What follows belongs to an exercise in optimizing a design on an open flow for small area and a short achievable clock period; a production flow would make more cautious choices. Function was checked by simulation only, so behaviour that the tests miss may differ from the original.

==> flow/design.v (excerpt) <==
module QPSK_Symbol_Timing_Sync_Top #(
    parameter DATA_WIDTH   = 16,
    parameter MU_WIDTH     = 10,
    parameter MU_FRAC      = 9,
    parameter COEFF_WIDTH  = 16,
    parameter ACC_WIDTH    = 32
)(
    input  wire                         clk,
    input  wire                         rst,
    input  wire signed [DATA_WIDTH-1:0] I_in,
    input  wire signed [DATA_WIDTH-1:0] Q_in,
    output wire signed [DATA_WIDTH-1:0] I_out,
    output wire signed [DATA_WIDTH-1:0] Q_out,
    output reg                          valid_out
);
    reg        [9:0]  mu;
    reg signed [10:0] mu_sum;
    reg               uf;
    reg               mu_nx9;    
    reg signed [9:0]  vk;        
    wire [9:0]  mu_next = {mu_sum[10] & ~mu_sum[9], mu_sum[8:0]};
    wire [10:0] mu_half = {1'b0, mu} + 11'd256;
    wire [10:0] ms_n;
    add_sk #(11) u_ms (.a(mu_half), .b({vk[9], vk}), .ci(1'b0), .s(ms_n), .co());
    always @(posedge clk or posedge rst) begin
        if (rst) begin
            mu     <= 10'd154;
            mu_sum <= 11'sd0;
            mu_nx9 <= 1'b0;
            uf     <= 1'b0;
        end else begin
  ...
For scale: roughly 400 flip-flops, ~67 I/O pins, ~33,000 um^2 of cells after synthesis.
clock: 14.0 ns
lec_check: 0
abc_area: 1
cap_margin: 0
core_margin: 2
core_utilization: 40
cts_buf_list: sky130_fd_sc_hd__clkbuf_4 sky130_fd_sc_hd__clkbuf_8
slew_margin: 0
standard.sh (not shown) runs the stock make flow with config.mk's settings and CLKGATE_MAP_FILE= SYNTH_SCRIPT=/design/flow/synth_recipe.tcl, a recipe that flattens the netlist after the stock synthesis.
==> flow/flow/run.sh <==
#!/bin/bash
# Standard synthesis, then the standard layout with plain buffers on the
# ports and timing repair aimed at a shorter period than the clock (the
# constraints themselves are unchanged).
set -euo pipefail
bash standard.sh synth > synth.log 2>&1
export BUFFER_PORTS_ARGS="-buffer_cell sky130_fd_sc_hd__buf_2"
bash standard.sh SETUP_SLACK_MARGIN=9.8 finish > layout.log 2>&1
Edit:
--- a/flow/config.mk
+++ b/flow/config.mk
@@ -8,2 +8,2 @@
-export ABC_AREA = 1
-export CAP_MARGIN = 0
+export ABC_AREA = 0
+export CAP_MARGIN = 20
@@ -12,2 +12 @@
-export CTS_BUF_LIST = sky130_fd_sc_hd__clkbuf_4 sky130_fd_sc_hd__clkbuf_8
-export SLEW_MARGIN = 0
+export SLEW_MARGIN = 20
=> The changed run went through all stages and came out clean. Cell area is about the same. Critical path depth grows by 16. Synthesized cell count goes down by 14%. First-iteration DRC count came out lower by 10%. Setup slack is worse by 550 ps. Synthesized area goes down by 0.91%. Sequential cell count is unchanged.
Edit:
--- a/flow/flow/run.sh
+++ b/flow/flow/run.sh
@@ -8 +8 @@
-bash standard.sh SETUP_SLACK_MARGIN=9.8 finish > layout.log 2>&1
+bash standard.sh SETUP_SLACK_MARGIN=10.0 finish > layout.log 2>&1
--- a/flow/config.mk
+++ b/flow/config.mk
@@ -8 +8 @@
-export ABC_AREA = 0
+export ABC_AREA = 1
@@ -11 +11 @@
-export CORE_UTILIZATION = 40
+export CORE_UTILIZATION = 55
Wire length is higher by 12%; core utilization increases by 17 points; setup slack gains 630 ps; count of clock-buffer cells in the layout came out lower by 1; fmax goes up by 15%; register-to-register slack improved by 630 ps.
Edit:
--- a/flow/flow/run.sh
+++ b/flow/flow/run.sh
@@ -8 +8 @@
-bash standard.sh SETUP_SLACK_MARGIN=10.0 finish > layout.log 2>&1
+bash standard.sh SETUP_SLACK_MARGIN=9.8 finish > layout.log 2>&1
--- a/flow/config.mk
+++ b/flow/config.mk
@@ -9 +9 @@
-export CAP_MARGIN = 20
+export CAP_MARGIN = 0
@@ -11,2 +11,2 @@
-export CORE_UTILIZATION = 55
-export SLEW_MARGIN = 20
+export CORE_UTILIZATION = 40
+export SLEW_MARGIN = 0
The new run finished clean.
Die area rises by 37%.
Clock-buffer cell count rises by 8.
Global-route usage falls by 8.6 points.
Wire length falls by 4.5%.

==> port drivers added, routing unchanged <==
How much do the figures lean on ideal ports? The routed layouts below were timed once more, with nothing changed but the port constraints.
Step 1 (the two cells are an assumption about what drives the block):
set clk [get_ports {clk}]
set_driving_cell -lib_cell sky130_fd_sc_hd__clkbuf_16 $clk
set_driving_cell -lib_cell sky130_fd_sc_hd__buf_2 [delete_from_list [all_inputs] $clk]
Step 2 also shifts input and output timing later by t, the mid clock arrival at the registers, as if the neighbouring blocks saw the same clock.
Three values: ideal, step 1, step 2; two values: the first two.
run	shift t [ns]	setup WS [ns]	slew at the worst register clock pin (ns)	cell pins on the clock port's net
the first run	0.736	9.873 / 9.812 / 9.350	0.07 / 0.07	1
the second run	0.640	9.319 / 9.319 / 8.850	0.07 / 0.07	1
the third run	0.655	9.947 / 9.947 / 9.460	0.08 / 0.08	1
the fourth run	0.647	9.907 / 9.843 / 9.380	0.07 / 0.07	1
After both steps every run listed still meets setup and hold. For the fourth run, which loses most, drivers alone change the setup slack by -0.064 ns; drivers and shift together by -0.527 ns.
